Background: an optimization exercise with open tools, aiming at small area and a short achievable clock period. Do not read the settings as production practice.
Only simulation tests tie the RTL to the original design; equivalence was not proved.
No activity file was given, so power comes from the tool's default toggle rates.

`design/flow/config.mk`:
```
export PLATFORM = sky130hd
export DESIGN_NAME = saw2sin
export DESIGN_NICKNAME = saw2sin
export VERILOG_FILES = /design/flow/design.v
export SDC_FILE = /design/flow/constraint.sdc
export NUM_CORES = 4
export LEC_CHECK = 0
export ABC_AREA = 1
export CAP_MARGIN = 20
export CORE_MARGIN = 2
export CORE_UTILIZATION = 40
export SLEW_MARGIN = 20
export SYNTH_HIERARCHICAL = 1
```
`design/flow/constraint.sdc`:
```
create_clock -name core_clock -period 70.0 [get_ports {i_clk}]
set_input_delay 14.0000 -clock core_clock [delete_from_list [all_inputs] [get_ports {i_clk}]]
set_output_delay 14.0000 -clock core_clock [all_outputs]
set_load 0.01 [all_outputs]
```
`design/flow/design.v`:
```
`default_nettype none
module sin_rom(m, c0, c1);
  input [5:0] m;
  wire [5:0] m;
  output [15:0] c0;
  wire [15:0] c0;
  output [7:0] c1;
  wire [7:0] c1;
  wire _000_;
  wire _001_;
  wire _002_;
  wire _003_;
  wire _004_;
  wire _005_;
  wire _006_;
  wire _007_;
  wire _008_;
  wire _009_;
  wire _010_;
  wire _011_;
  wire _012_;
  wire _013_;
  wire _014_;
  wire _015_;
  wire _016_;
  wire _017_;
  wire _018_;
  wire _019_;
  wire _020_;
  wire _021_;
  wire _022_;
  wire _023_;
  wire _024_;
  wire _025_;
  wire _026_;
  wire _027_;
  wire _028_;
  wire _029_;
  wire _030_;
  wire _031_;
  wire _032_;
  wire _033_;
  wire _034_;
  wire _035_;
  wire _036_;
  wire _037_;
  wire _038_;
  wire _039_;
  wire _040_;
  wire _041_;
  wire _042_;
  wire _043_;
  wire _044_;
  wire _045_;
  wire _046_;
  wire _047_;
  wire _048_;
  wire _049_;
  wire _050_;
  wire _051_;
  wire _052_;
  wire _053_;
  wire _054_;
  wire _055_;
  wire _056_;
  wire _057_;
  wire _058_;
  wire _059_;
  wire _060_;
  wire _061_;
  wire _062_;
  wire _063_;
  wire _064_;
  wire _065_;
  wire _066_;
  wire _067_;
  wire _068_;
  wire _069_;
  wire _070_;
  wire _071_;
  wire _072_;
  wire _073_;
  wire _074_;
  wire _075_;
  wire _076_;
  wire _077_;
  wire _078_;
  wire _079_;
  wire _080_;
  wire _081_;
  wire _082_;
  wire _083_;
  wire _084_;
  wire _085_;
  wire _086_;
  wire _087_;
  wire _088_;
  wire _089_;
  wire _090_;
  wire _091_;
  wire _092_;
  wire _093_;
  wire _094_;
  wire _095_;
  wire _096_;
  wire _097_;
  wire _098_;
  wire _099_;
  wire _100_;
  wire _101_;
  wire _102_;
  wire _103_;
  wire _104_;
  wire _105_;
  wire _106_;
  wire _107_;
  wire _108_;
  wire _109_;
  wire _110_;
  wire _111_;
  wire _112_;
  wire _113_;
  wire _114_;
  wire _115_;
  wire _116_;
  wire _117_;
  wire _118_;
  wire _119_;
  wire _120_;
  wire _121_;
  wire _122_;
  wire _123_;
  wire _124_;
  wire _125_;
  wire _126_;
  wire _127_;
  wire _128_;
  wire _129_;
  wire _130_;
  wire _131_;
  wire _132_;
  wire _133_;
  wire _134_;
  wire _135_;
  wire _136_;
  wire _137_;
  wire _138_;
  wire _139_;
  wire _140_;
  wire _141_;
  wire _142_;
  wire _143_;
  wire _144_;
  wire _145_;
  wire _146_;
  wire _147_;
  wire _148_;
  wire _149_;
  wire _150_;
  wire _151_;
  wire _152_;
  wire _153_;
  wire _154_;
  wire _155_;
  wire _156_;
  wire _157_;
  wire _158_;
  wire _159_;
  wire _160_;
  wire _161_;
  wire _162_;
  wire _163_;
  wire _164_;
  wire _165_;
  wire _166_;
  wire _167_;
  wire _168_;
  wire _169_;
  wire _170_;
  wire _171_;
  wire _172_;
  wire _173_;
  wire _174_;
  wire _175_;
  wire _176_;
  wire _177_;
  wire _178_;
  wire _179_;
  wire _180_;
  wire _181_;
  wire _182_;
  wire _183_;
  wire _184_;
  wire _185_;
  wire _186_;
  wire _187_;
  wire _188_;
  wire _189_;
  wire _190_;
  wire _191_;
  wire _192_;
  wire _193_;
  wire _194_;
  wire _195_;
  wire _196_;
  wire _197_;
  wire _198_;
  wire _199_;
  wire _200_;
  wire _201_;
  wire _202_;
  wire _203_;
  wire _204_;
  wire _205_;
  wire _206_;
  wire _207_;
  wire _208_;
  wire _209_;
  wire _210_;
  wire _211_;
  wire _212_;
  wire _213_;
  wire _214_;
  wire _215_;
  wire _216_;
  wire _217_;
  wire _218_;
  wire _219_;
  wire _220_;
  wire _221_;
  wire _222_;
  wire _223_;
  wire _224_;
  wire _225_;
  wire _226_;
  wire _227_;
  wire _228_;
  wire _229_;
  wire _230_;
  wire _231_;
  wire _232_;
  wire _233_;
  wire _234_;
  wire _235_;
  wire _236_;
  wire _237_;
  wire _238_;
  wire _239_;
  wire _240_;
  wire _241_;
  wire _242_;
  wire _243_;
  wire _244_;
  wire _245_;
  wire _246_;
  wire _247_;
  wire _248_;
  wire _249_;
  wire _250_;
  wire _251_;
  wire _252_;
  wire _253_;
  wire _254_;
  wire _255_;
  wire _256_;
  wire _257_;
  wire _258_;
  wire _259_;
  wire _260_;
  wire _261_;
  wire _262_;
  wire _263_;
  wire _264_;
  wire _265_;
  wire _266_;
  wire _267_;
  wire _268_;
  wire _269_;
  wire _270_;
  wire _271_;
  wire _272_;
  wire _273_;
  wire _274_;
  wire _275_;
  wire _276_;
  wire _277_;
  wire _278_;
  wire _279_;
  wire _280_;
  wire _281_;
  wire _282_;
  wire _283_;
  wire _284_;
  wire _285_;
  wire _286_;
  wire _287_;
  wire _288_;
  wire _289_;
  wire _290_;
  wire _291_;
  wire _292_;
  wire _293_;
  wire _294_;
  wire _295_;
  wire _296_;
  wire _297_;
  wire _298_;
  wire _299_;
  wire _300_;
  wire _301_;
  wire _302_;
  wire _303_;
  wire _304_;
  wire _305_;
  wire _306_;
  wire _307_;
  wire _308_;
  wire _309_;
  wire _310_;
  wire _311_;
  wire _312_;
  wire _313_;
  wire _314_;
  wire _315_;
  wire _316_;
  wire _317_;
  wire _318_;
  wire _319_;
  wire _320_;
  wire _321_;
  wire _322_;
  wire _323_;
  assign _195_ = ~m[5];
  assign _205_ = ~(m[4] | m[3]);
  assign _215_ = ~m[4];
  assign _225_ = ~(m[2] | m[3]);
  assign _236_ = _215_ & ~(_225_);
  assign _246_ = ~_236_;
  assign _256_ = ~(m[0] | m[1]);
  assign _265_ = m[2] & ~(_256_);
  assign _266_ = m[3] & ~(_265_);
  assign _267_ = ~m[3];
  assign _268_ = ~(m[1] & m[2]);
  assign _269_ = _267_ & ~(_268_);
  assign _270_ = ~m[0];
  assign _271_ = m[1] | m[2];
  assign _272_ = _270_ & ~(_271_);
  assign _273_ = _272_ | _269_;
  assign _274_ = _273_ | _266_;
  assign _275_ = m[2] & ~(m[0]);
  assign _276_ = _267_ & ~(_275_);
  assign _277_ = _276_ | _274_;
  assign _278_ = _277_ & ~(_246_);
  assign _279_ = _278_ | _205_;
  assign _280_ = _195_ & ~(_279_);
  assign _281_ = m[0] & m[1];
  assign _282_ = m[4] & ~(m[3]);
  assign _283_ = _282_ & ~(m[2]);
  assign _284_ = _283_ & ~(_281_);
  assign _285_ = _236_ | _195_;
  assign _286_ = _285_ | _284_;
  assign c1[6] = _286_ & ~(_280_);
  assign _287_ = m[3] | ~(m[2]);
  assign _288_ = m[3] & ~(m[2]);
  assign _289_ = _288_ | ~(_287_);
  assign _290_ = _215_ & ~(_289_);
  assign _291_ = m[5] & ~(_290_);
  assign _292_ = ~m[2];
  assign _293_ = _292_ & ~(_281_);
  assign _294_ = _267_ & ~(_293_);
  assign _295_ = m[3] & ~(_271_);
  assign _296_ = _295_ | _215_;
  assign _297_ = ~(_296_ | _294_);
  assign _298_ = _291_ & ~(_297_);
  assign _299_ = ~(m[0] | m[2]);
  assign _300_ = m[3] & ~(_299_);
  assign _301_ = _300_ & _271_;
  assign _302_ = _301_ & ~(_215_);
  assign _303_ = _280_ & ~(_302_);
  assign c1[5] = _303_ | _298_;
  assign _304_ = ~m[1];
  assign _305_ = m[0] | m[1];
  assign _306_ = _292_ ? _304_ : _305_;
  assign _307_ = _306_ & ~(_267_);
  assign _308_ = m[4] & ~(_269_);
  assign _309_ = _308_ & ~(_284_);
  assign _310_ = _309_ & ~(_307_);
  assign _311_ = ~(m[1] & m[3]);
  assign _312_ = ~(_311_ | _275_);
  assign _313_ = _312_ | m[4];
  assign _314_ = m[2] & ~(_313_);
  assign _315_ = _314_ | _310_;
  assign _316_ = m[0] & ~(m[1]);
  assign _317_ = m[0] | ~(m[1]);
  assign _318_ = _317_ & ~(_316_);
  assign _319_ = _288_ & ~(_318_);
  assign _320_ = ~(_319_ | _296_);
  assign _321_ = _265_ ? m[3] : _320_;
  assign c1[4] = m[5] ? _315_ : _321_;
  assign _322_ = m[0] & ~(m[2]);
  assign _323_ = ~_322_;
  assign _000_ = ~(_306_ & _267_);
  assign _001_ = _323_ & ~(_000_);
  assign _002_ = _300_ & ~(_306_);
  assign _003_ = _002_ | _215_;
  assign _004_ = _003_ | _001_;
  assign _005_ = _004_ & ~(_278_);
  assign _006_ = _005_ | m[5];
  assign _007_ = _292_ & ~(_318_);
  assign _008_ = _007_ | _316_;
  assign _009_ = _267_ & ~(_008_);
  assign _010_ = _322_ | _267_;
  assign _011_ = _268_ & ~(_010_);
  assign _012_ = _011_ & ~(_256_);
  assign _013_ = ~(_012_ | _009_);
  assign _014_ = _013_ | _215_;
  assign _015_ = m[1] & ~(m[3]);
  assign _016_ = m[0] & m[2];
  assign _017_ = ~(_311_ | _016_);
  assign _018_ = _017_ | m[4];
  assign _019_ = ~(_018_ | _015_);
  assign _020_ = _019_ | _195_;
  assign _021_ = _014_ & ~(_020_);
  assign c1[3] = _006_ & ~(_021_);
  assign _022_ = _292_ ? _267_ : _256_;
  assign _023_ = ~(_022_ | _312_);
  assign _024_ = _023_ & ~(m[4]);
  assign _025_ = _319_ | _215_;
  assign _026_ = _008_ | _288_;
  assign _027_ = _026_ & ~(_025_);
  assign _028_ = _027_ | _024_;
  assign _029_ = ~(_299_ | _016_);
  assign _030_ = _029_ | m[3];
  assign _031_ = m[3] & ~(_306_);
  assign _032_ = _031_ | _312_;
  assign _033_ = ~(_032_ & m[2]);
  assign _034_ = ~(_033_ & _030_);
  assign _035_ = _256_ & ~(_287_);
  assign _036_ = m[4] & ~(_035_);
  assign _037_ = _319_ | ~(_036_);
  assign _038_ = ~(_037_ | _034_);
  assign _039_ = m[0] & ~(m[3]);
  assign _040_ = _215_ & ~(_039_);
  assign _041_ = _268_ & ~(_270_);
  assign _042_ = _040_ & ~(_041_);
  assign _043_ = _042_ | _038_;
  assign c1[2] = _195_ ? _028_ : _043_;
  assign _044_ = _271_ & ~(_281_);
  assign _045_ = _307_ & ~(_044_);
  assign _046_ = _294_ | m[4];
  assign _047_ = _046_ | _045_;
  assign _048_ = ~(_311_ & m[4]);
  assign _049_ = _000_ & ~(_048_);
  assign _050_ = _047_ & ~(_049_);
  assign _051_ = m[3] & ~(_312_);
  assign _052_ = _270_ & ~(_268_);
  assign _053_ = ~(_052_ | _041_);
  assign _054_ = _267_ & ~(_053_);
  assign _055_ = _054_ | _215_;
  assign _056_ = _055_ | _051_;
  assign _057_ = _289_ & ~(_317_);
  assign _058_ = _215_ & ~(_057_);
  assign _059_ = _058_ & ~(_016_);
  assign _060_ = _056_ & ~(_059_);
  assign c1[1] = m[5] ? _050_ : _060_;
  assign _061_ = _267_ & ~(_318_);
  assign _062_ = _215_ & ~(_061_);
  assign _063_ = _062_ | m[5];
  assign _064_ = m[0] & ~(_311_);
  assign _065_ = _215_ & ~(_064_);
  assign _066_ = ~(_271_ & _268_);
  assign _067_ = m[0] | ~(m[3]);
  assign _068_ = _066_ & ~(_067_);
  assign _069_ = _068_ | _272_;
  assign _070_ = _065_ & ~(_069_);
  assign _071_ = _195_ & ~(_070_);
  assign _072_ = _071_ | ~(_063_);
  assign _073_ = _053_ | _267_;
  assign _074_ = _225_ | ~(_308_);
  assign _075_ = _073_ & ~(_074_);
  assign _076_ = _072_ & ~(_075_);
  assign _077_ = _246_ & ~(_062_);
  assign _078_ = _077_ | _032_;
  assign _079_ = ~(_268_ & _267_);
  assign _080_ = m[2] ? _256_ : _316_;
  assign _081_ = _080_ | _079_;
  assign _082_ = ~(_067_ & m[4]);
  assign _083_ = _081_ & ~(_082_);
  assign _084_ = _083_ | _195_;
  assign _085_ = _078_ & ~(_084_);
  assign c1[0] = _085_ | _076_;
  assign _086_ = _079_ & ~(_215_);
  assign _087_ = _195_ & ~(_086_);
  assign _088_ = _272_ & _205_;
  assign _089_ = ~_088_;
  assign c0[15] = ~(_089_ & _087_);
  assign _090_ = m[5] & ~(_225_);
  assign c1[7] = ~(_090_ | _291_);
  assign _091_ = _301_ | m[4];
  assign _092_ = _089_ & ~(_091_);
  assign _093_ = _092_ | ~(_087_);
  assign c0[14] = ~(_093_ & c1[7]);
  assign _094_ = ~(_090_ & _279_);
  assign _095_ = _091_ | ~(_274_);
  assign _096_ = m[4] & ~(_274_);
  assign _097_ = _096_ | m[5];
  assign _098_ = _095_ & ~(_097_);
  assign c0[13] = _094_ & ~(_098_);
  assign _099_ = ~(_031_ | _025_);
  assign _100_ = ~_318_;
  assign _101_ = m[2] ? m[1] : _100_;
  assign _102_ = _101_ & ~(_267_);
  assign _103_ = _215_ & ~(_102_);
  assign _104_ = _103_ | _099_;
  assign _105_ = _267_ & ~(_101_);
  assign _106_ = _104_ & ~(_105_);
  assign _107_ = _195_ & ~(_106_);
  assign _108_ = _266_ | _246_;
  assign _109_ = _283_ | _195_;
  assign _110_ = _108_ & ~(_109_);
  assign c0[12] = _110_ | _107_;
  assign _111_ = _015_ | m[4];
  assign _112_ = _111_ | _002_;
  assign _113_ = _289_ & ~(_048_);
  assign _114_ = _112_ & ~(_113_);
  assign _115_ = _114_ | _195_;
  assign _116_ = ~(m[4] & m[3]);
  assign _117_ = _116_ | _008_;
  assign _118_ = ~_029_;
  assign _119_ = _118_ & ~(_086_);
  assign _120_ = _119_ | m[5];
  assign _121_ = _117_ & ~(_120_);
  assign c0[11] = _115_ & ~(_121_);
  assign _122_ = ~(m[4] | m[1]);
  assign _123_ = ~_080_;
  assign _124_ = _323_ & ~(_044_);
  assign _125_ = _124_ | m[3];
  assign _126_ = _123_ & ~(_125_);
  assign _127_ = _322_ & ~(_311_);
  assign _128_ = _127_ | _052_;
  assign _129_ = ~(_128_ | _296_);
  assign _130_ = _129_ & ~(_126_);
  assign _131_ = _130_ | _122_;
  assign _132_ = _040_ & ~(_319_);
  assign _133_ = ~(_132_ & _033_);
  assign _134_ = _275_ | ~(_015_);
  assign _135_ = _134_ & ~(_296_);
  assign _136_ = _133_ & ~(_135_);
  assign c0[10] = _195_ ? _131_ : _136_;
  assign _137_ = _127_ | _256_;
  assign _138_ = _030_ & ~(_137_);
  assign _139_ = m[4] & ~(_138_);
  assign _140_ = ~(m[4] | m[0]);
  assign _141_ = _140_ & ~(_088_);
  assign _142_ = _141_ | _139_;
  assign _143_ = _055_ | _307_;
  assign _144_ = _125_ & ~(_018_);
  assign _145_ = _143_ & ~(_144_);
  assign c0[9] = _195_ ? _142_ : _145_;
  assign _146_ = _067_ & ~(m[4]);
  assign _147_ = _124_ | ~(_146_);
  assign _148_ = _300_ & ~(_265_);
  assign _149_ = _308_ & ~(_148_);
  assign _150_ = _149_ | _195_;
  assign _151_ = _147_ & ~(_150_);
  assign _152_ = _035_ | _015_;
  assign _153_ = _073_ & ~(_152_);
  assign _154_ = _153_ | _215_;
  assign _155_ = _016_ | m[3];
  assign _156_ = ~(_155_ | _272_);
  assign _157_ = _156_ & _058_;
  assign _158_ = _157_ | m[5];
  assign _159_ = _154_ & ~(_158_);
  assign c0[8] = _159_ | _151_;
  assign _160_ = _317_ & ~(_010_);
  assign _161_ = m[4] & ~(_160_);
  assign _162_ = _039_ & ~(_066_);
  assign _163_ = _267_ & ~(_162_);
  assign _164_ = ~(_155_ | _080_);
  assign _165_ = _163_ & ~(_164_);
  assign _166_ = _161_ & ~(_165_);
  assign _167_ = _166_ | _063_;
  assign _168_ = _033_ & ~(_156_);
  assign _169_ = _168_ | _215_;
  assign _170_ = _062_ & ~(_068_);
  assign _171_ = _170_ | _195_;
  assign _172_ = _169_ & ~(_171_);
  assign c0[7] = _167_ & ~(_172_);
  assign _173_ = _067_ & ~(_101_);
  assign _174_ = _173_ | _037_;
  assign _175_ = ~(_044_ | _010_);
  assign _176_ = _040_ & ~(_175_);
  assign _177_ = _174_ & ~(_176_);
  assign _178_ = _195_ & ~(_177_);
  assign _179_ = _034_ | _018_;
  assign _180_ = _320_ & ~(_069_);
  assign _181_ = _180_ | _195_;
  assign _182_ = _179_ & ~(_181_);
  assign c0[6] = _182_ | _178_;
  assign _183_ = ~(_032_ | _010_);
  assign _184_ = ~(_294_ | _275_);
  assign _185_ = _184_ & ~(_183_);
  assign _186_ = _185_ | _306_;
  assign _187_ = _011_ | ~(_186_);
  assign _188_ = _187_ | _313_;
  assign _189_ = _317_ & _282_;
  assign _190_ = _189_ | m[5];
  assign _191_ = _188_ & ~(_190_);
  assign _192_ = _292_ & ~(_316_);
  assign _193_ = m[3] & ~(_192_);
  assign _194_ = _193_ | _215_;
  assign _196_ = _194_ | _126_;
  assign _197_ = _271_ ? _300_ : _270_;
  assign _198_ = _062_ & ~(_197_);
  assign _199_ = _198_ | _195_;
  assign _200_ = _196_ & ~(_199_);
  assign c0[5] = _200_ | _191_;
  assign _201_ = ~(_044_ & _267_);
  assign _202_ = ~(_201_ & _161_);
  assign _203_ = _062_ & ~(_300_);
  assign _204_ = _202_ & ~(_203_);
  assign _206_ = ~(_082_ | _192_);
  assign _207_ = ~(_206_ & _000_);
  assign _208_ = _029_ | _267_;
  assign _209_ = _007_ | m[4];
  assign _210_ = _208_ & ~(_209_);
  assign _211_ = _207_ & ~(_210_);
  assign c0[4] = _195_ ? _204_ : _211_;
  assign _212_ = _163_ | ~(_073_);
  assign _213_ = _035_ | _322_;
  assign _214_ = _213_ | _183_;
  assign _216_ = m[4] ? _212_ : _214_;
  assign _217_ = _187_ | _215_;
  assign _218_ = ~(_079_ | _029_);
  assign _219_ = _146_ & ~(_218_);
  assign _220_ = _217_ & ~(_219_);
  assign c0[3] = m[5] ? _216_ : _220_;
  assign _221_ = _195_ & ~(_225_);
  assign _222_ = ~(_221_ & _317_);
  assign _223_ = _222_ | _183_;
  assign _224_ = _087_ & ~(_189_);
  assign _226_ = _223_ & ~(_224_);
  assign _227_ = m[3] & ~(_318_);
  assign _228_ = _227_ | m[4];
  assign _229_ = _186_ & ~(_228_);
  assign _230_ = _229_ | _226_;
  assign _231_ = _300_ & ~(_318_);
  assign _232_ = _231_ | _246_;
  assign _233_ = _232_ | _009_;
  assign _234_ = _300_ & ~(_044_);
  assign _235_ = _036_ & ~(_234_);
  assign _237_ = _235_ | _195_;
  assign _238_ = _233_ & ~(_237_);
  assign c0[2] = _230_ & ~(_238_);
  assign _239_ = _276_ & ~(_316_);
  assign _240_ = _239_ | _215_;
  assign _241_ = _033_ & ~(_240_);
  assign _242_ = _071_ & ~(_241_);
  assign _243_ = _215_ & ~(_164_);
  assign _244_ = _100_ & ~(_023_);
  assign _245_ = _277_ & ~(_244_);
  assign _247_ = _245_ | m[4];
  assign _248_ = _247_ & ~(_243_);
  assign _249_ = _248_ | _288_;
  assign _250_ = _316_ & _225_;
  assign _251_ = _250_ | _002_;
  assign _252_ = _161_ & ~(_251_);
  assign _253_ = _252_ | _195_;
  assign _254_ = _249_ & ~(_253_);
  assign c0[1] = _254_ | _242_;
  assign _255_ = _162_ | _025_;
  assign _257_ = _033_ & ~(_255_);
  assign _258_ = _247_ & ~(_257_);
  assign _259_ = _258_ | _195_;
  assign _260_ = _185_ | _215_;
  assign _261_ = _012_ | _288_;
  assign _262_ = _243_ & ~(_261_);
  assign _263_ = _262_ | m[5];
  assign _264_ = _260_ & ~(_263_);
  assign c0[0] = _259_ & ~(_264_);
endmodule
module sin_qrom(mq, aq, qn);
  input [1:0] mq;
  wire [1:0] mq;
  input [2:0] aq;
  wire [2:0] aq;
  output [2:0] qn;
  wire [2:0] qn;
  wire _00_;
  wire _01_;
  wire _02_;
  wire _03_;
  wire _04_;
  wire _05_;
  wire _06_;
  wire _07_;
  wire _08_;
  wire _09_;
  wire _10_;
  wire _11_;
  wire _12_;
  wire _13_;
  wire _14_;
  wire _15_;
  wire _16_;
  assign _16_ = ~aq[2];
  assign _00_ = ~(mq[0] | mq[1]);
  assign _01_ = _00_ & ~(aq[1]);
  assign _02_ = _01_ | _16_;
  assign _03_ = ~(aq[0] | mq[0]);
  assign _04_ = mq[1] & ~(_03_);
  assign _05_ = aq[1] & ~(_00_);
  assign _06_ = _05_ | _04_;
  assign _07_ = ~aq[0];
  assign _08_ = ~(aq[1] & mq[1]);
  assign _09_ = _08_ | _16_;
  assign qn[2] = _09_ | _07_;
  assign _10_ = ~(qn[2] & _06_);
  assign qn[1] = _10_ | _02_;
  assign _11_ = _06_ | _02_;
  assign _12_ = aq[2] | ~(aq[0]);
  assign _13_ = _05_ & ~(_12_);
  assign _14_ = _07_ & ~(_09_);
  assign _15_ = _14_ | _13_;
  assign qn[0] = _11_ & ~(_15_);
endmodule
module sin_fa
( input  wire a
, input  wire b
, input  wire c
, output wire s
, output wire co
);
assign s = a ^ b ^ c;
assign co = (a & b) | (a & c) | (b & c);
endmodule
module sin_ha
( input  wire a
, input  wire b
, output wire s
, output wire co
);
assign s = a ^ b;
assign co = a & b;
endmodule
`default_nettype none
module saw2sin
( input  wire        i_clk
, input  wire [15:0] i_saw
, output logic [15:0] o_sin
);
wire inv = i_saw[15];
wire rev = i_saw[14];
wire [13:0] v = i_saw[13:0] ^ {14{rev}};
wire [5:0] m = v[13:8];
wire [7:0] tb = {~v[7], v[6:0]};
wire [6:0] a = tb[7] ? ~tb[6:0] : tb[6:0];
wire [15:0] c0;
wire [7:0] c1;
sin_rom rom (.m(m), .c0(c0), .c1(c1));
wire [2:0] qn;
sin_qrom qrom (.mq(m[5:4]), .aq(a[6:4]), .qn(qn));
wire [3:0] bneg, bone, btwo;
assign bneg[0] = tb[1];
assign bone[0] = tb[0] ^ rev;
assign btwo[0] = (tb[1] & ~tb[0] & ~rev) | (~tb[1] & tb[0] & rev);
assign bneg[1] = tb[3];
assign bone[1] = tb[2] ^ tb[1];
assign btwo[1] = (tb[3] & ~tb[2] & ~tb[1]) | (~tb[3] & tb[2] & tb[1]);
assign bneg[2] = tb[5];
assign bone[2] = tb[4] ^ tb[3];
assign btwo[2] = (tb[5] & ~tb[4] & ~tb[3]) | (~tb[5] & tb[4] & tb[3]);
assign bneg[3] = tb[7];
assign bone[3] = tb[6] ^ tb[5];
assign btwo[3] = (tb[7] & ~tb[6] & ~tb[5]) | (~tb[7] & tb[6] & tb[5]);
wire b_pp0_5 = (((bone[0] & c1[5]) | (btwo[0] & c1[4])) ^ bneg[0]);
wire b_pp0_6 = (((bone[0] & c1[6]) | (btwo[0] & c1[5])) ^ bneg[0]);
wire b_pp0_7 = (((bone[0] & c1[7]) | (btwo[0] & c1[6])) ^ bneg[0]);
wire b_pp0_8 = ((btwo[0] & c1[7]) ^ bneg[0]);
wire b_nneg0 = ~bneg[0];
wire b_pp1_3 = (((bone[1] & c1[3]) | (btwo[1] & c1[2])) ^ bneg[1]);
wire b_pp1_4 = (((bone[1] & c1[4]) | (btwo[1] & c1[3])) ^ bneg[1]);
wire b_pp1_5 = (((bone[1] & c1[5]) | (btwo[1] & c1[4])) ^ bneg[1]);
wire b_pp1_6 = (((bone[1] & c1[6]) | (btwo[1] & c1[5])) ^ bneg[1]);
wire b_pp1_7 = (((bone[1] & c1[7]) | (btwo[1] & c1[6])) ^ bneg[1]);
wire b_pp1_8 = ((btwo[1] & c1[7]) ^ bneg[1]);
wire b_nneg1 = ~bneg[1];
wire b_pp2_1 = (((bone[2] & c1[1]) | (btwo[2] & c1[0])) ^ bneg[2]);
wire b_pp2_2 = (((bone[2] & c1[2]) | (btwo[2] & c1[1])) ^ bneg[2]);
wire b_pp2_3 = (((bone[2] & c1[3]) | (btwo[2] & c1[2])) ^ bneg[2]);
wire b_pp2_4 = (((bone[2] & c1[4]) | (btwo[2] & c1[3])) ^ bneg[2]);
wire b_pp2_5 = (((bone[2] & c1[5]) | (btwo[2] & c1[4])) ^ bneg[2]);
wire b_pp2_6 = (((bone[2] & c1[6]) | (btwo[2] & c1[5])) ^ bneg[2]);
wire b_pp2_7 = (((bone[2] & c1[7]) | (btwo[2] & c1[6])) ^ bneg[2]);
wire b_pp2_8 = ((btwo[2] & c1[7]) ^ bneg[2]);
wire b_nneg2 = ~bneg[2];
wire b_pp3_0 = ((bone[3] & c1[0]) ^ bneg[3]);
wire b_pp3_1 = (((bone[3] & c1[1]) | (btwo[3] & c1[0])) ^ bneg[3]);
wire b_pp3_2 = (((bone[3] & c1[2]) | (btwo[3] & c1[1])) ^ bneg[3]);
wire b_pp3_3 = (((bone[3] & c1[3]) | (btwo[3] & c1[2])) ^ bneg[3]);
wire b_pp3_4 = (((bone[3] & c1[4]) | (btwo[3] & c1[3])) ^ bneg[3]);
wire b_pp3_5 = (((bone[3] & c1[5]) | (btwo[3] & c1[4])) ^ bneg[3]);
wire b_pp3_6 = (((bone[3] & c1[6]) | (btwo[3] & c1[5])) ^ bneg[3]);
wire b_pp3_7 = (((bone[3] & c1[7]) | (btwo[3] & c1[6])) ^ bneg[3]);
wire b_pp3_8 = ((btwo[3] & c1[7]) ^ bneg[3]);
wire b_nneg3 = ~bneg[3];
wire b_neg3 = bneg[3];
wire b_q0 = qn[0];
wire b_q1 = qn[1];
wire b_q2 = qn[2];
wire b_ninv = ~inv;
wire fs1, fc2;
sin_fa u_fs1 (.a(b_pp0_6), .b(b_pp1_4), .c(b_pp2_2), .s(fs1), .co(fc2));
wire hs3, hc4;
sin_ha u_hs3 (.a(b_pp0_7), .b(b_pp1_5), .s(hs3), .co(hc4));
wire hs5, hc6;
sin_ha u_hs5 (.a(b_pp0_5), .b(b_pp1_3), .s(hs5), .co(hc6));
wire fs7, fc8;
sin_fa u_fs7 (.a(fs1), .b(b_pp3_0), .c(b_neg3), .s(fs7), .co(fc8));
wire hs9, hc10;
sin_ha u_hs9 (.a(b_q1), .b(b_ninv), .s(hs9), .co(hc10));
wire fs11, fc12;
sin_fa u_fs11 (.a(hs3), .b(b_pp2_3), .c(b_pp3_1), .s(fs11), .co(fc12));
wire fs13, fc14;
sin_fa u_fs13 (.a(b_q2), .b(c0[2]), .c(fc2), .s(fs13), .co(fc14));
wire fs15, fc16;
sin_fa u_fs15 (.a(b_pp0_8), .b(b_pp1_6), .c(b_pp2_4), .s(fs15), .co(fc16));
wire fs17, fc18;
sin_fa u_fs17 (.a(b_pp3_2), .b(c0[3]), .c(hc4), .s(fs17), .co(fc18));
wire fs19, fc20;
sin_fa u_fs19 (.a(b_nneg0), .b(b_pp1_7), .c(b_pp2_5), .s(fs19), .co(fc20));
wire hs21, hc22;
sin_ha u_hs21 (.a(b_pp3_3), .b(c0[4]), .s(hs21), .co(hc22));
wire fs23, fc24;
sin_fa u_fs23 (.a(b_pp1_8), .b(b_pp2_6), .c(b_pp3_4), .s(fs23), .co(fc24));
wire hs25, hc26;
sin_ha u_hs25 (.a(b_nneg1), .b(b_pp2_7), .s(hs25), .co(hc26));
wire hs27, hc28;
sin_ha u_hs27 (.a(hs5), .b(b_pp2_1), .s(hs27), .co(hc28));
wire fs29, fc30;
sin_fa u_fs29 (.a(fs7), .b(hs9), .c(c0[1]), .s(fs29), .co(fc30));
wire fs31, fc32;
sin_fa u_fs31 (.a(fs11), .b(fs13), .c(fc8), .s(fs31), .co(fc32));
wire fs33, fc34;
sin_fa u_fs33 (.a(fs15), .b(fs17), .c(fc12), .s(fs33), .co(fc34));
wire fs35, fc36;
sin_fa u_fs35 (.a(fs19), .b(hs21), .c(fc16), .s(fs35), .co(fc36));
wire fs37, fc38;
sin_fa u_fs37 (.a(fs23), .b(c0[5]), .c(fc20), .s(fs37), .co(fc38));
wire fs39, fc40;
sin_fa u_fs39 (.a(hs25), .b(b_pp3_5), .c(c0[6]), .s(fs39), .co(fc40));
wire fs41, fc42;
sin_fa u_fs41 (.a(b_pp2_8), .b(b_pp3_6), .c(c0[7]), .s(fs41), .co(fc42));
wire hs43, hc44;
sin_ha u_hs43 (.a(b_nneg2), .b(b_pp3_7), .s(hs43), .co(hc44));
wire hs45, hc46;
sin_ha u_hs45 (.a(hs27), .b(b_q0), .s(hs45), .co(hc46));
wire fs47, fc48;
sin_fa u_fs47 (.a(fs29), .b(hc6), .c(hc28), .s(fs47), .co(fc48));
wire fs49, fc50;
sin_fa u_fs49 (.a(fs31), .b(hc10), .c(fc30), .s(fs49), .co(fc50));
wire fs51, fc52;
sin_fa u_fs51 (.a(fs33), .b(fc14), .c(fc32), .s(fs51), .co(fc52));
wire fs53, fc54;
sin_fa u_fs53 (.a(fs35), .b(fc18), .c(fc34), .s(fs53), .co(fc54));
wire fs55, fc56;
sin_fa u_fs55 (.a(fs37), .b(hc22), .c(fc36), .s(fs55), .co(fc56));
wire fs57, fc58;
sin_fa u_fs57 (.a(fs39), .b(fc24), .c(fc38), .s(fs57), .co(fc58));
wire fs59, fc60;
sin_fa u_fs59 (.a(fs41), .b(hc26), .c(fc40), .s(fs59), .co(fc60));
wire fs61, fc62;
sin_fa u_fs61 (.a(hs43), .b(c0[8]), .c(fc42), .s(fs61), .co(fc62));
wire fs63, fc64;
sin_fa u_fs63 (.a(b_pp3_8), .b(c0[9]), .c(hc44), .s(fs63), .co(fc64));
wire hs65, hc66;
sin_ha u_hs65 (.a(b_nneg3), .b(c0[10]), .s(hs65), .co(hc66));
wire [15:0] ra = {c0[15], c0[14], c0[13], c0[12], c0[11], hs65, fs63, fs61, fs59, fs57, fs55, fs53, fs51, fs49, fs47, hs45};
wire [15:0] rb = {1'b0, 1'b0, 1'b0, 1'b0, hc66, fc64, fc62, fc60, fc58, fc56, fc54, fc52, fc50, fc48, hc46, c0[0]};
wire [15:0] z;
wire [15:0] pg_g0 = ra & rb;
wire [15:0] pg_p0 = ra ^ rb;
wire pfx_g1 = pg_g0[1] | (pg_p0[1] & pg_g0[0]);
wire pfx_p1 = pg_p0[1] & pg_p0[0];
wire pfx_g2 = pg_g0[3] | (pg_p0[3] & pg_g0[2]);
wire pfx_p2 = pg_p0[3] & pg_p0[2];
wire pfx_g3 = pg_g0[5] | (pg_p0[5] & pg_g0[4]);
wire pfx_p3 = pg_p0[5] & pg_p0[4];
wire pfx_g4 = pg_g0[7] | (pg_p0[7] & pg_g0[6]);
wire pfx_p4 = pg_p0[7] & pg_p0[6];
wire pfx_g5 = pg_g0[9] | (pg_p0[9] & pg_g0[8]);
wire pfx_p5 = pg_p0[9] & pg_p0[8];
wire pfx_g6 = pg_g0[11] | (pg_p0[11] & pg_g0[10]);
wire pfx_p6 = pg_p0[11] & pg_p0[10];
wire pfx_g7 = pg_g0[13] | (pg_p0[13] & pg_g0[12]);
wire pfx_p7 = pg_p0[13] & pg_p0[12];
wire pfx_g8 = pg_g0[15] | (pg_p0[15] & pg_g0[14]);
wire pfx_p8 = pg_p0[15] & pg_p0[14];
wire pfx_g9 = pfx_g2 | (pfx_p2 & pfx_g1);
wire pfx_p9 = pfx_p2 & pfx_p1;
wire pfx_g10 = pfx_g4 | (pfx_p4 & pfx_g3);
wire pfx_p10 = pfx_p4 & pfx_p3;
wire pfx_g11 = pfx_g6 | (pfx_p6 & pfx_g5);
wire pfx_p11 = pfx_p6 & pfx_p5;
wire pfx_g12 = pfx_g8 | (pfx_p8 & pfx_g7);
wire pfx_p12 = pfx_p8 & pfx_p7;
wire pfx_g13 = pfx_g10 | (pfx_p10 & pfx_g9);
wire pfx_p13 = pfx_p10 & pfx_p9;
wire pfx_g14 = pfx_g12 | (pfx_p12 & pfx_g11);
wire pfx_p14 = pfx_p12 & pfx_p11;
wire pfx_g15 = pfx_g14 | (pfx_p14 & pfx_g13);
wire pfx_p15 = pfx_p14 & pfx_p13;
wire pfx_g16 = pfx_g11 | (pfx_p11 & pfx_g13);
wire pfx_p16 = pfx_p11 & pfx_p13;
wire pfx_g17 = pfx_g3 | (pfx_p3 & pfx_g9);
wire pfx_p17 = pfx_p3 & pfx_p9;
wire pfx_g18 = pfx_g5 | (pfx_p5 & pfx_g13);
wire pfx_p18 = pfx_p5 & pfx_p13;
wire pfx_g19 = pfx_g7 | (pfx_p7 & pfx_g16);
wire pfx_p19 = pfx_p7 & pfx_p16;
wire pfx_g20 = pg_g0[2] | (pg_p0[2] & pfx_g1);
wire pfx_p20 = pg_p0[2] & pfx_p1;
wire pfx_g21 = pg_g0[4] | (pg_p0[4] & pfx_g9);
wire pfx_p21 = pg_p0[4] & pfx_p9;
wire pfx_g22 = pg_g0[6] | (pg_p0[6] & pfx_g17);
wire pfx_p22 = pg_p0[6] & pfx_p17;
wire pfx_g23 = pg_g0[8] | (pg_p0[8] & pfx_g13);
wire pfx_p23 = pg_p0[8] & pfx_p13;
wire pfx_g24 = pg_g0[10] | (pg_p0[10] & pfx_g18);
wire pfx_p24 = pg_p0[10] & pfx_p18;
wire pfx_g25 = pg_g0[12] | (pg_p0[12] & pfx_g16);
wire pfx_p25 = pg_p0[12] & pfx_p16;
wire pfx_g26 = pg_g0[14] | (pg_p0[14] & pfx_g19);
wire pfx_p26 = pg_p0[14] & pfx_p19;
assign z[0] = pg_p0[0];
assign z[1] = pg_p0[1] ^ pg_g0[0];
assign z[2] = pg_p0[2] ^ pfx_g1;
assign z[3] = pg_p0[3] ^ pfx_g20;
assign z[4] = pg_p0[4] ^ pfx_g9;
assign z[5] = pg_p0[5] ^ pfx_g21;
assign z[6] = pg_p0[6] ^ pfx_g17;
assign z[7] = pg_p0[7] ^ pfx_g22;
assign z[8] = pg_p0[8] ^ pfx_g13;
assign z[9] = pg_p0[9] ^ pfx_g23;
assign z[10] = pg_p0[10] ^ pfx_g18;
assign z[11] = pg_p0[11] ^ pfx_g24;
assign z[12] = pg_p0[12] ^ pfx_g16;
assign z[13] = pg_p0[13] ^ pfx_g25;
assign z[14] = pg_p0[14] ^ pfx_g19;
assign z[15] = pg_p0[15] ^ pfx_g26;
wire [14:0] zi = z[15:1];
logic [15:0] sin_q;
always_ff @(posedge i_clk) sin_q <= {~inv, zi ^ {15{inv}}};
always_comb o_sin = sin_q;
endmodule
```
`design/flow/flow/run.sh`:
```
#!/bin/bash
# Own flow: the standard layout, with one change to synthesis: ABC maps the
# combinational logic with flow/abc_area.script (area-first mapping, then
# sizing) instead of ORFS's abc_area.script.  Everything else, including
# synth_recipe.tcl (-nofsm -noshare, flatten, rename), is the standard flow.
set -euo pipefail
rm -rf scripts_abc
cp -r "$FLOW_HOME/scripts" scripts_abc
cp flow/abc_area.script scripts_abc/abc_area.script
bash standard.sh SCRIPTS_DIR="$PWD/scripts_abc" synth > synth.log 2>&1
bash standard.sh "BUFFER_PORTS_ARGS=-buffer_cell sky130_fd_sc_hd__buf_2" finish > layout.log 2>&1
```
`design/flow/flow/abc_area.script`:
```
strash
dch
map -a
topo
stime -c
buffer -c
upsize -c
dnsize -c
```
`design/flow/standard.sh`:
```
#!/bin/bash
# synth_recipe.tcl (not shown) runs the flow's synth.tcl, then flattens the netlist and writes it again
# the make line also repeats each setting of config.mk as NAME=value (left out here)
make -C /OpenROAD-flow-scripts/flow DESIGN_CONFIG=/design/flow/config.mk WORK_HOME=/design/flow/orfs CLKGATE_MAP_FILE= SYNTH_SCRIPT=/design/flow/synth_recipe.tcl "${@:-finish}"
```
==> results of run 1 <==
## modules after synthesis, one instance, submodules excluded
module | flip-flops and latches | copies in the design | cells inside | area [um2]
sin_fa | 0 | 24 | 1 | 20.02
sin_ha | 0 | 9 | 1 | 12.51
sin_qrom | 0 | 1 | 12 | 62.56
sin_rom | 0 | 1 | 257 | 1416
saw2sin | 16 | 1 | 212 | 1774
## through the flow
step / std cells / setup WS, ps / instance area, um2 / power, mW
floorplan: 514 / 49610 / 3846 / 0.2015
global placement: 662 / 48730 / 4125 / 0.2431
detailed placement: 662 / 48540 / 4125 / 0.2463
CTS: 666 / 48780 / 4180 / 0.2547
global route: 666 / 48070 / 4180 / 0.2861
finish: 666 / 48770 / 4180 / 0.2517
## critical path: cells and delay by family
family          cells  cell delay, ps
xor+xnor            3             980
compound gates      7            1360
buf+inv             6             990
simple gates        8             940
fa+ha+maj           7            3070
## layout by cell type (no fill, tap or decap), types with 16 or more instances in the layout
cell	n
sky130_fd_sc_hd__inv_1	67
sky130_fd_sc_hd__nor2_1	53
sky130_fd_sc_hd__nand2_1	46
sky130_fd_sc_hd__xor2_1	40
sky130_fd_sc_hd__ha_1	38
sky130_fd_sc_hd__buf_2	32
sky130_fd_sc_hd__a21oi_1	30
sky130_fd_sc_hd__o22ai_1	30
sky130_fd_sc_hd__fa_1	30
sky130_fd_sc_hd__o21ai_0	25
sky130_fd_sc_hd__xnor2_1	16
sky130_fd_sc_hd__dfxtp_1	16
## per-layer routing
layer	vias up	track usage
li1	1782	-
met1	1708	0.3366
met2	224	0.3381
met4	0	0.07692
met5	-	0
met3	38	0.02531
## cell families after synthesis
logic type      count (synthesis)  share of synthesized area
simple gates                  141                     0.1679
compound gates                133                     0.2219
buf+inv                        95                     0.1008
fa+ha+maj                      68                     0.2798
xor+xnor                       60                     0.1405
flops                          16                    0.08328
mux                             1                   0.005855
## worst min-delay path by stage
stage	startpoint	end	slack, ps	cells past startpoint
floorplan	sin_q[0]$_DFF_P_	o_sin[0]	14300	0
global placement	sin_q[12]$_DFF_P_	o_sin[12]	14390	1
detailed placement	sin_q[15]$_DFF_P_	o_sin[15]	14390	1
CTS	i_saw[15]	sin_q[1]$_DFF_P_	14190	2
global route	i_saw[15]	sin_q[9]$_DFF_P_	14200	2
finish	i_saw[15]	sin_q[7]$_DFF_P_	14190	2
## power by group through the flow
stage,clock network (mW),logic [mW],registers (mW)
2_1_floorplan,0,0.180,0.0217
3_3_place_gp,0,0.224,0.0190
3_5_place_dp,0,0.227,0.0191
4_1_cts,0.00794,0.228,0.0189
5_1_grt,0.00854,0.258,0.0194
6_report,0.00775,0.225,0.0188
## final cells by class
type | count | area share
Sequential cell | 16 | 0.07662
Clock buffer | 4 | 0.01317
Timing Repair Buffer | 38 | 0.04909
Inverter | 76 | 0.06824
Tap cell | 129 | 0.03861
Multi-Input combinational cell | 403 | 0.7543
==> flow_results.org, run 1 <==
** Layout
- Flip-flop count of the largest register, all copies and words added :: 16
- Registers with the highest flip-flop counts :: sin_q x16
- After the last flow step, the layout net total stands at 623.
- Multi-input logic area :: 0.003153 mm2
- The area growth from synthesis to layout is 8.686%.
- Antenna diode count :: 0
- Register bank with the most flops :: sin_q
- Summing all flip-flop and latch instances after layout gives 320.3 um2.
- The filler cells instantiated in the layout total 980.
- Fraction of layout cells with a size suffix above 1 :: 0.1471
- Final core utilization :: 0.4503

** Setup path
- For this design, the slowest cell found on the critical path is sky130_fd_sc_hd__xor2_1.
- Class of the most critical setup path :: input pin to register
- STA puts the critical path data required time at 70120 ps.
- The worst setup path is launched from an input pin.
- Along the worst path, the maximum fanout reaches 14.
- Slowest stage delay, CP :: 580 ps
- Critical Path End :: sin_q[13]$_DFF_P_
- At the worst endpoint, the arrival time is 21350 ps.
- Worst Setup SP :: i_saw[14]
- Worst setup EP type :: register

** Yosys
- By instance count, the leading cell after synthesis is sky130_fd_sc_hd__inv_1.
- By area the synthesized netlist is led by sky130_fd_sc_hd__fa_1 16%, sky130_fd_sc_hd__ha_1 12%, sky130_fd_sc_hd__xor2_1 9.6%.
- Count of cell types in the netlist :: 52
- Post-synth ARST share :: 0
- In this run, synthesis inferred 0 flip-flops with an integrated enable.
- Synthesis produced a netlist with a net count of 599.
- Counting flops and latches in the post-synthesis netlist gives 16.
- The largest total area in the synthesized netlist belongs to sky130_fd_sc_hd__fa_1.
- Synth Flop Type :: sky130_fd_sc_hd__dfxtp_1
- Portion of the post-synthesis area used by sequential elements :: 0.08328
- Count of mapped cells out of synthesis :: 514
- In this run the mean area of a mapped cell was 7.483 um2.
- Post-synthesis cell area :: 0.003846 mm2
- Post-synth top area share :: 0.1561
- After synthesis, the most frequently instantiated cells are 67 x sky130_fd_sc_hd__inv_1, 53 x sky130_fd_sc_hd__nor2_1, 46 x sky130_fd_sc_hd__nand2_1.
- For this run, the number of Yosys warnings is 7.

** GRT
- Number of global-route vias before repair :: 3544
- Antenna violations before repair :: 0
- The total overflow left after global routing is 0.
- Entering global routing, the biggest net connects 32 pins.
- Global Route Usage Sum :: 0.2258
- The first global-routing pass estimated 18400 um of wire.

** Timing
- Of the available clock period, the critical path in the final layout requires 0.3033.
- Time the final worst path needs with I/O delays and setup :: 21230 ps
- The max-slew violation count was 0.
- Slew of the pin with the lowest slew margin :: 746.3 ps
- Total negative setup slack :: 0 ps
- Timing-limited maximum frequency :: 47.10 MHz
- Unrepaired setup endpoints after global routing :: no
- Fin. Hold Viols :: 0
- Setup violations remaining at the end of the flow were counted as 0.
- Headroom to the max-slew limit came out at 0.4994.
- Final worst hold slack :: 14190 ps

** Pwr
- Internal portion of total power :: 0.1276 mW
- Power share of the clock group :: 0.031
- Gate power share :: 0.894
- Power share of the sequential group :: 0.075
- Summed over all nets, the switching power comes to 0.1241 mW.
- Worst-case vdd ir drop :: 0.03832 mV
- The analysis attributes to cell leakage a power of 1.932 nW.
- Of the total power, the share spent switching nets is 0.4930.
- Power density normalized to cell area :: 60.22 mW/mm2

** Clock network
- In this run the clock root is driven by a sky130_fd_sc_hd__clkbuf_8.
- The tree built by TritonCTS fans out to 16 sinks.
- Post-CTS Setup Bufs :: 0
- Number of gates given a new drive strength after cts :: 0
- TritonCTS built the clock tree.
- Clock buffer depth :: 2
- Buffers inserted to repair hold after CTS numbered 0.
- In this run the number of H-tree levels came out at 1.
- CTS Buf Count :: 3
- Clock-pin slew on the worst setup and hold paths :: 60 ps

** Floorplanning
- After floorplanning, the core was sized to cover 0.009284 mm2.
- 33 I/O pins were placed.
- Count of standard-cell rows :: 35
- Die ar. :: 0.01042 mm2
- Initial cell density of the core :: 0.4143
- Die boundary height :: 102.1 um
- The die is 102.1 um wide.

** Route
- Routed met3 length :: 1026 um
- The detailed router finished its first iteration with 459 violations.
- Number of design rule violations left after detail routing :: 0
- Average wire per standard cell :: 17.18 um
- DRT Wirelength :: 11450 um
- Highest routing layer actually used :: met4
- Number of vias per cell after detailed routing :: 5.634
- After detailed routing, the wire length on met1 is 5147 um.
- The first TritonRoute pass finished after 7 iterations.
- Detailed routing inserted a total of 3752 vias.
- Once detail routing completed, the nets flagged for antenna violations numbered 0.
- After detailed routing, the met2 layer carries 4821 um of wire.

** Flow run
- The tool flagged a number of max-cap violations equal to 0.

** Outcome
- The run finished with no timing, DRC or antenna violations.

** Placement
- Count of input and output buffers :: 32
- At the end of routability-driven placement, the weighted congestion stood at 1.066.
- Once detailed placement completed, the half-perimeter wirelength came to 9303 um.

** Worst hold path
- In this run the worst hold path is classified as input pin to register.
==> run 2: changes to the inputs <==
--- a/design/flow/flow/run.sh
+++ b/design/flow/flow/run.sh
@@ -8,4 +8,4 @@
 cp -r "$FLOW_HOME/scripts" scripts_abc
 cp flow/abc_area.script scripts_abc/abc_area.script
 bash standard.sh SCRIPTS_DIR="$PWD/scripts_abc" synth > synth.log 2>&1
-bash standard.sh "BUFFER_PORTS_ARGS=-buffer_cell sky130_fd_sc_hd__buf_2" finish > layout.log 2>&1
+bash standard.sh SETUP_SLACK_MARGIN=53 "BUFFER_PORTS_ARGS=-buffer_cell sky130_fd_sc_hd__buf_1" finish > layout.log 2>&1
==> run 2 against run 1 <==
  * Maximum frequency rose by 6.8%
  * Sequential power barely moved
  * Worst setup slack improved by 1300 ps
  * Total power rose by 26%
==> flow_results.org, run 2 <==
** Route
- Number of vias per cell after detailed routing :: 5.687 (+0.94%)
- The number of DRC markers in iteration 0 was 554 (+21%).
- Antenna violation net count after detailed routing :: 0 (unchanged)
- Number of design rule violations left after detail routing :: 0 (unchanged)
- Detailed-route via count :: 4231 (+13%)
- The total detailed-routing wirelength was 13860 um (+21%).
- The number of detailed-route iterations in the first pass came to 6 (-1).
- Average wire per standard cell :: 18.63 um (+8.4%)

** Layout
- Counting flops per register, the top entry is sin_q.
- Antenna diode count :: 0 (unchanged)
- The share of post-route cells with drive strength above 1 came to 0.3057 (+0.1586).
- Leaving out fill and tap cells, the most frequent cells in the layout are 72 x sky130_fd_sc_hd__buf_4, 57 x sky130_fd_sc_hd__inv_1, 45 x sky130_fd_sc_hd__nand2_1, 42 x sky130_fd_sc_hd__nor2_1, 34 x sky130_fd_sc_hd__xor2_1.
- The final standard cell area without fillers is 0.005269 mm2 (+26%).
- The flip-flop count of the largest register, all copies and words added came to 16 (unchanged).
- Number of nets in the final layout :: 702 (+13%)
- Registers with the highest flip-flop counts :: sin_q x16
- The library cell used most frequently in the layout, excluding fill and tap cells, is sky130_fd_sc_hd__buf_4.
- Area added between synthesis and finish :: 36.99%

** Yosys
- The share of the yosys chip area belonging to registers was 0.08328 (unchanged).
- Count of cell types in the netlist :: 52 (unchanged)
- The flop and latch count out of synthesis came to 16 (unchanged).
- The gate count after technology mapping was 514 (unchanged).
- Ranked by instance count, the synthesized netlist is headed by 67 x sky130_fd_sc_hd__inv_1, 53 x sky130_fd_sc_hd__nor2_1, 46 x sky130_fd_sc_hd__nand2_1.
- Post-synth top area share :: 0.1561 (unchanged)
- Synth Flop Type :: sky130_fd_sc_hd__dfxtp_1
- sky130_fd_sc_hd__inv_1 is the most common cell in the netlist.
- The fraction of synthesis flops using an asynchronous set or reset pin is 0 (unchanged).
- Largest cells by area after synthesis :: sky130_fd_sc_hd__fa_1 16%, sky130_fd_sc_hd__ha_1 12%, sky130_fd_sc_hd__xor2_1 9.6%
- The average cell area after synthesis was 7.483 um2 (unchanged).
- The biggest area contributor in the post-synthesis netlist is sky130_fd_sc_hd__fa_1.
- The number of warnings printed during yosys synthesis came to 7 (unchanged).
- EDFF count, synth :: 0 (unchanged)
- The post-synthesis net count came to 599 (unchanged).
- The cell area after technology mapping is 0.003846 mm2 (unchanged).

** Timing
- Final worst slack :: 50110 ps (+1345 ps)
- The total of endpoints with negative setup slack in the final report is 0 (unchanged).
- The transition time of the tightest slew-check pin was 874.4 ps (+128.1 ps).
- The minimum clock period after layout is 19890 ps (-1345 ps).
- The highest clock rate was 50.28 MHz (+6.8%).
- Total negative setup slack :: 0 ps (unchanged)
- Max Slew Vio Count :: 0 (unchanged)
- The period utilization came to 0.2841 (-0.01921).
- The remaining max-slew budget at the tightest pin is 0.4171 (-0.08232).
- Setup repair after global routing could not meet its margin everywhere.
- The hold violation total from the final report came to 0 (unchanged).

** Floorplanning
- The number of core rows was 35 (unchanged).
- Die ar. :: 0.01042 mm2 (unchanged)
- Initial cell density of the core :: 0.4143 (unchanged)
- Ports :: 33 (unchanged)
- The width of the die is 102.1 um (unchanged).
- The height of the die is 102.1 um (unchanged).
- The core box area was 0.009284 mm2 (unchanged).

** Clock network
- The worst-case clock buffer depth was 2 (unchanged).
- Clock-pin slew on the worst setup and hold paths :: 50 ps (about the same)
- H-Tree Depth :: 1 (unchanged)
- TritonCTS built the clock tree.
- The number of CTS-inserted buffers is 3 (unchanged).
- Buffer type at the clock tree root :: sky130_fd_sc_hd__clkbuf_8
- CTS sink count :: 16 (unchanged)

** Setup path
- The worst setup path is captured at a register.
- Cell with the most instances on the worst path :: sky130_fd_sc_hd__buf_4
- Class of the most critical setup path :: input pin to register
- Worst setup SP type :: input pin
- Largest delay contributor family on the critical path :: buffers and inverters
- The buffer and inverter count on the worst path was 35 (+29).
- The data arrival time at the worst-slack endpoint was 19980 ps (-1370 ps).
- Slowest library cell on the worst path :: sky130_fd_sc_hd__a211oi_2
- The data required time at the worst endpoint came to 70090 ps (-30 ps).
- The largest fanout on the critical path came to 7 (-7).
- Slowest stage delay, CP :: 240 ps (-340 ps)

** Outcome
- Run status :: timing/DRC/antenna clean

** GRT
- Congestion Overflow GR :: 0 (unchanged)
- Maximum number of pins on one net before global-route repair :: 32 (unchanged)
- The wire length of the first global-routing pass came to 21720 um (+18%).
- Global Route Usage Sum :: 0.2721 (+0.04636)
- The number of global-route vias before repair is 4131 (+17%).
- The initial antenna violation count was 0 (unchanged).

** Pwr
- Power share of the clock group :: 0.020 (-0.011)
- Internal portion of total power :: 0.1637 mW (+28%)
- Switching part of the total :: 0.4839 (-0.009143)
- Switching power summed over all nets :: 0.1534 mW (+24%)
- Gate power share :: 0.920 (+0.026)
- The cell area power density came to 60.18 mW/mm2 (about the same).
- The leakage power is 2.320 nW (+20%).
- The peak supply drop came to 0.05310 mV (+39%).
- Power share of the sequential group :: 0.060 (-0.015)

** Placement
- Count of input and output buffers :: 32 (unchanged)
- Dpl cell area :: 0.004199 mm2 (+1.8%)
- The weighted congestion at the end of routability-driven global placement was 1.018 (-4.5%).
- Post-detail-place hpwl :: 9755 um (+4.9%)
- Worst setup slack before clock tree synthesis :: 49080 ps (+539.0 ps)

** Worst hold path
- The path class of the tightest hold or removal check is input pin to register.

** Flow run
- Max-cap viol count :: 0 (unchanged)
run 2: per-module statistics from Yosys, one instance, submodules excluded:
module / cell area (um2) / copies in the design / flops+latches
sin_ha: 12.51 / 9 / 0
sin_qrom: 62.56 / 1 / 0
sin_fa: 20.02 / 24 / 0
sin_rom: 1416 / 1 / 0
saw2sin: 1774 / 1 / 16
run 2: final timing paths:
| kind | startpoint | end | slack, ps | depth (start not counted) |
|---|---|---|---|---|
| min | i_saw[15] | sin_q[7]$_DFF_P_ | 14410 | 2 |
| max | i_saw[14] | sin_q[13]$_DFF_P_ | 50110 | 46 |
run 2: cells by family after synthesis:
| group | after synthesis | synth area share |
|---|---|---|
| AND/OR/NAND/NOR | 141 | 0.1679 |
| AO/OA/AOI/OAI | 133 | 0.2219 |
| buffers and inverters | 95 | 0.1008 |
| adder cells (fa/ha/maj) | 68 | 0.2798 |
| XOR/XNOR | 60 | 0.1405 |
| flip-flops | 16 | 0.08328 |
| multiplexers | 1 | 0.005855 |
run 2: final cells by class:
| type | instances | area, um2 |
|---|---|---|
| Clock buffer | 3 | 41.29 |
| Multi-Input combinational cell | 403 | 3553 |
| Sequential cell | 16 | 320.3 |
| Tap cell | 129 | 161.4 |
| Fill cell | 880 | 4015 |
| Timing Repair Buffer | 117 | 873.3 |
| Inverter | 76 | 319.1 |
run 2: power groups by stage:
stage,clock [mW],sequential (mW),combinational [mW]
2_1_floorplan,0,0.0217,0.182
3_3_place_gp,0,0.0193,0.227
3_5_place_dp,0,0.0193,0.229
4_1_cts,0.00648,0.0191,0.270
5_1_grt,0.00705,0.0197,0.324
6_report,0.00632,0.0191,0.292
run 2: metal layers:
metal	wire length (um)	track usage	up-vias
li1	-	-	1938
met1	5686	0.3762	1945
met2	5988	0.4160	271
met3	1306	0.03830	77
met4	881	0.1354	0
met5	0	0	-
run 2: repair_timing:
action | 4_1_cts | 5_1_grt
setup buffers | 68 | 10
endpoints found under the setup margin | 15 | 15
gates resized for setup | 59 | 32
hold buffers | 0 | 0
pin swaps | 25 | 24
cloned | 1 | 0
hold endpoints to repair | 0 | 0
run 2: metrics by stage:
step	power (mW)	util	hold slack [ps]	std cells
2_1_floorplan	0.2039	-	14300	514
3_3_place_gp	0.2468	0.4523	14390	662
3_5_place_dp	0.2480	0.4523	14390	662
4_1_cts	0.2955	0.5425	14390	734
5_1_grt	0.3513	0.5675	14450	744
6_report	0.3171	0.5675	14410	744
==> run 3: changes to the inputs <==
--- a/design/flow/flow/run.sh
+++ b/design/flow/flow/run.sh
@@ -8,4 +8,4 @@
 cp -r "$FLOW_HOME/scripts" scripts_abc
 cp flow/abc_area.script scripts_abc/abc_area.script
 bash standard.sh SCRIPTS_DIR="$PWD/scripts_abc" synth > synth.log 2>&1
-bash standard.sh SETUP_SLACK_MARGIN=53 "BUFFER_PORTS_ARGS=-buffer_cell sky130_fd_sc_hd__buf_1" finish > layout.log 2>&1
+bash standard.sh SETUP_SLACK_MARGIN=50 "BUFFER_PORTS_ARGS=-buffer_cell sky130_fd_sc_hd__buf_1" finish > layout.log 2>&1
==> run 3 against run 2 <==
  * Still clean
  * Sequential power barely moved
  * Count of clock-buffer cells in the layout increased by 1
  * Synthesized cell count unchanged
  * Total power shrank 13%
  * Maximum frequency grew 0.61%
  * Sequential cell count is the same
  * Non-clock buffer count decreased by 44
  * Highest routed layer unchanged
==> flow_results.org, run 3 <==
** Outcome
- Run status :: timing/DRC/antenna clean

** Timing
- Total negative setup slack :: 0 ps (unchanged)
- Max Slew Vio Count :: 0 (unchanged)
- The transition time of the tightest slew-check pin is 606.3 ps (-268.1 ps).
- The worst hold margin was 14190 ps (-214.6 ps).
- The total of endpoints with negative setup slack in the final report came to 0 (unchanged).
- The period utilization was 0.2824 (-0.001721).
- Max-slew headroom :: 0.5954 (+0.1783)
- The minimum clock period after layout is 19770 ps (-120.5 ps).
- Fin. Hold Viols :: 0 (unchanged)
- Timing-limited maximum frequency :: 50.59 MHz (+0.61%)
- Setup repair after global routing left no endpoint under its margin.

** Yosys
- The gate count after technology mapping was 514 (unchanged).
- The number of warnings printed during yosys synthesis is 7 (unchanged).
- The xor and xnor fraction of the mapped netlist area was 0.1405 (unchanged).
- Most frequently used cell type in the post-synthesis netlist :: sky130_fd_sc_hd__inv_1
- Post-synthesis cell area :: 0.003846 mm2 (unchanged)
- The fraction of synthesized area in multiplexers was 0.005856 (unchanged).
- Portion of the post-synthesis area used by sequential elements :: 0.08328 (unchanged)
- Area share of fa/ha/maj cells after synthesis :: 0.2798 (unchanged)
- sky130_fd_sc_hd__fa_1 takes more of the synthesized area than any other cell.
- Avg Cell Area, Syn :: 7.483 um2 (unchanged)
- Dominant combinational cell family by area after synthesis :: adder cells
- Commonest cells post-synth :: 67 x sky130_fd_sc_hd__inv_1, 53 x sky130_fd_sc_hd__nor2_1, 46 x sky130_fd_sc_hd__nand2_1
- The fraction of the mapped netlist area in compound gates came to 0.2219 (unchanged).
- The count of unique library cells instantiated by Yosys is 52 (unchanged).
- Largest cells by area after synthesis :: sky130_fd_sc_hd__fa_1 16%, sky130_fd_sc_hd__ha_1 12%, sky130_fd_sc_hd__xor2_1 9.6%
- Number of register bits inferred by synthesis :: 16 (unchanged)
- The fraction of synthesis flops using an asynchronous set or reset pin came to 0 (unchanged).
- Basic-gate share of the synthesized area counting and, or, nand and nor cells :: 0.1679 (unchanged)
- Post-synth top area share :: 0.1561 (unchanged)
- Synth Flop Type :: sky130_fd_sc_hd__dfxtp_1
- Syn_nets :: 599 (unchanged)
- EDFF count, synth :: 0 (unchanged)

** Clock network
- The number of clock sinks seen by CTS was 16 (unchanged).
- Clock buffer depth :: 2 (unchanged)
- In this run the clock root is driven by a sky130_fd_sc_hd__clkbuf_8.
- The number of CTS-inserted buffers is 3 (unchanged).
- Cts-stage hold buffer count :: 0 (unchanged)
- TritonCTS built the clock tree.
- Clock-pin slew on the worst setup and hold paths :: 60 ps (about the same)
- H-Tree Depth :: 1 (unchanged)

** Layout
- Most frequent cells in the layout :: 57 x sky130_fd_sc_hd__inv_1, 44 x sky130_fd_sc_hd__nand2_1, 41 x sky130_fd_sc_hd__nor2_1, 36 x sky130_fd_sc_hd__xor2_1, 36 x sky130_fd_sc_hd__buf_4
- In the final layout, the registers with the most flip-flops are sin_q x16.
- Post-route cell area :: 0.004761 mm2 (-9.6%)
- Most common cell after layout, fill and taps aside :: sky130_fd_sc_hd__inv_1
- Antenna diode count :: 0 (unchanged)
- The area growth from synthesis to layout is 23.78%.
- Flip-flop count of the largest register, all copies and words added :: 16 (unchanged)
- The storage element area came to 320.3 um2 (unchanged).
- Fraction of layout cells with a size suffix above 1 :: 0.2273 (-0.07842)
- Number of nets in the final layout :: 658 (-6.3%)
- Multi-input logic area :: 0.003416 mm2 (-3.9%)
- Register bank with the most flops :: sin_q
- The number of fill cells was 911 (+3.5%).

** Placement
- The count of buffers inserted at the top-level ports was 32 (unchanged).
- Post-detail-place hpwl :: 9674 um (-0.83%)
- The weighted congestion at the end of routability-driven global placement was 1.023 (+0.43%).
- Dpl cell area :: 0.004161 mm2 (-0.89%)

** GRT
- The number of global-route vias before repair came to 3699 (-10%).
- Congestion Overflow GR :: 0 (unchanged)
- First-pass GRT wire length :: 19240 um (-11%)
- The initial antenna violation count was 0 (unchanged).
- Met3 Resource Use GR :: 0.03283 (-0.005472)
- Maximum number of pins on one net before global-route repair :: 32 (unchanged)
- The met1 global-route usage is 0.3356 (-0.04063).
- Met2 usage :: 0.3618 (-0.05415)
- Global Route Usage Sum :: 0.2379 (-0.03425)
- Top Usage Layer GRT :: met2

** Floorplanning
- Core area :: 0.009284 mm2 (unchanged)
- Initial cell density of the core :: 0.4143 (unchanged)
- Count of standard-cell rows :: 35 (unchanged)
- Die boundary height :: 102.1 um (unchanged)
- The width of the die is 102.1 um (unchanged).
- The full die area came to 0.01042 mm2 (unchanged).
- The boundary pin count was 33 (unchanged).

** Route
- The number of DRC markers in iteration 0 is 496 (-10%).
- Antenna violation net count after detailed routing :: 0 (unchanged)
- The total detailed-routing wirelength was 12640 um (-8.8%).
- The wire length per cell after detailed routing was 18.03 um (-3.2%).
- The number of detailed-route iterations in the first pass came to 5 (-1).
- The detailed-route vias per instance is 5.766 (+1.4%).
- The total via count after detailed routing came to 4042 (-4.5%).
- The DRC violation count after routing is 0 (unchanged).

** Worst hold path
- Type of the worst min-delay path :: input pin to register
- Worst hold stages :: 3 (+1)

** Setup path
- The longest individual stage delay on the worst path was 510 ps (+270 ps).
- CP arrival :: 19900 ps (-80 ps)
- In this design, the largest share of critical-path delay is due to adder cells.
- The worst setup path is of the input pin to register kind.
- The slowest stage of the critical path is the sky130_fd_sc_hd__fa_1 cell.
- CP Data Required Time :: 70130 ps (+40 ps)
- The worst setup path is launched from an input pin.
- Cell with the most instances on the worst path :: sky130_fd_sc_hd__fa_1
- Levels on crit path :: 28 (-39%)
- The largest fanout on the critical path is 7 (unchanged).
- Worst setup EP type :: register
- Crit path buffers/inverters :: 8 (-77%)

** Pwr
- Power density normalized to cell area :: 58.04 mW/mm2 (-3.6%)
- The peak supply drop came to 0.04616 mV (-13%).
- The internal power of the cells came to 0.1408 mW (-14%).
- The combinational power share is 0.904 (-0.016).
- Power share of the clock group :: 0.028 (+0.008)
- Power share of the sequential group :: 0.068 (+0.008)
- The net switching share of the total power was 0.4906 (+0.006773).
- The leakage power came to 2.067 nW (-11%).
- The switching component of the power was 0.1356 mW (-12%).

** Flow run
- Max-cap viol count :: 0 (unchanged)
## run 3: area by class of cell
| type | instances | area share |
|---|---|---|
| Multi-Input combinational cell | 403 | 0.7175 |
| Timing Repair Buffer | 73 | 0.1028 |
| Sequential cell | 16 | 0.06728 |
| Inverter | 76 | 0.06702 |
| Tap cell | 129 | 0.03390 |
| Clock buffer | 4 | 0.01156 |
## run 3: path summary, 6_finish.rpt
check	start	end	slack [ps]
max	i_saw[14]	sin_q[10]$_DFF_P_	50230
min	i_saw[15]	sin_q[10]$_DFF_P_	14190
## run 3: per-module statistics from Yosys (local to each module, per instance)
| module | cell area [um2] | flip-flops and latches | cells inside | times used |
|---|---|---|---|---|
| saw2sin | 1774 | 16 | 212 | 1 |
| sin_rom | 1416 | 0 | 257 | 1 |
| sin_qrom | 62.56 | 0 | 12 | 1 |
| sin_fa | 20.02 | 0 | 1 | 24 |
| sin_ha | 12.51 | 0 | 1 | 9 |
## run 3: power by group through the flow
stage | sequential (mW) | combinational [mW] | clock (mW)
2_1_floorplan | 0.0217 | 0.180 | 0
3_3_place_gp | 0.0192 | 0.224 | 0
3_5_place_dp | 0.0191 | 0.226 | 0
4_1_cts | 0.0189 | 0.232 | 0.00793
5_1_grt | 0.0195 | 0.281 | 0.00856
6_report | 0.0189 | 0.250 | 0.00769
## run 3: kinds of logic after synthesis
group | Yosys count
simple gates | 141
buf+inv | 95
flops | 16
fa+ha+maj | 68
xor+xnor | 60
mux | 1
compound gates | 133
## run 3: per-stage QoR
| stage | utilization | instances | worst slack, ps | power, mW |
|---|---|---|---|---|
| 2_1_floorplan | - | 514 | 50010 | 0.2019 |
| 3_3_place_gp | 0.4482 | 663 | 48860 | 0.2432 |
| 3_5_place_dp | 0.4482 | 663 | 48920 | 0.2451 |
| 4_1_cts | 0.4752 | 676 | 50000 | 0.2585 |
| 5_1_grt | 0.5128 | 701 | 49970 | 0.3086 |
| 6_report | 0.5128 | 701 | 50230 | 0.2763 |
## run 3: routing by layer
layer | part of all wire | routed length (um)
met1 | 0.42 | 5313
met2 | 0.43 | 5399
met3 | 0.090 | 1140
met4 | 0.062 | 782
met5 | 0 | 0
## run 3: timing repair
| action | CTS | global route |
|---|---|---|
| pin swaps | 6 | 22 |
| gates resized for setup | 41 | 39 |
| setup endpoints to repair | 12 | 9 |
| buffers inserted | 9 | 24 |
| gates cloned | 0 | 1 |

## re-timing with driven ports
In the flow no input, the clock included, has a driving cell. The finished layouts below were timed again as built, in two steps.
Step 1 (the two cells are an assumption about what drives the block):
set clk [get_ports {i_clk}]
set_driving_cell -lib_cell sky130_fd_sc_hd__clkbuf_16 $clk
set_driving_cell -lib_cell sky130_fd_sc_hd__buf_2 [delete_from_list [all_inputs] $clk]
Step 2, shift: input delay + t, output delay - t, t = (earliest + latest rising clock arrival at the registers) / 2. This alone moves slack from input paths to output paths.
a / b / c = no drivers / after step 1 / after step 2; a / b = the first two.
run | shift t [ns] | setup WS [ns] | worst data-port slew with drivers (ns)
run 1 | 0.266 | 48.767 / 48.769 / 48.503 | 0.03
run 2 | 0.261 | 50.111 / 50.106 / 49.845 | 0.04
run 3 | 0.263 | 50.232 / 50.217 / 49.954 | 0.04
After both steps every run listed still meets setup and hold. For run 3, which loses most, drivers alone change the setup slack by -0.015 ns; drivers and shift together by -0.278 ns.
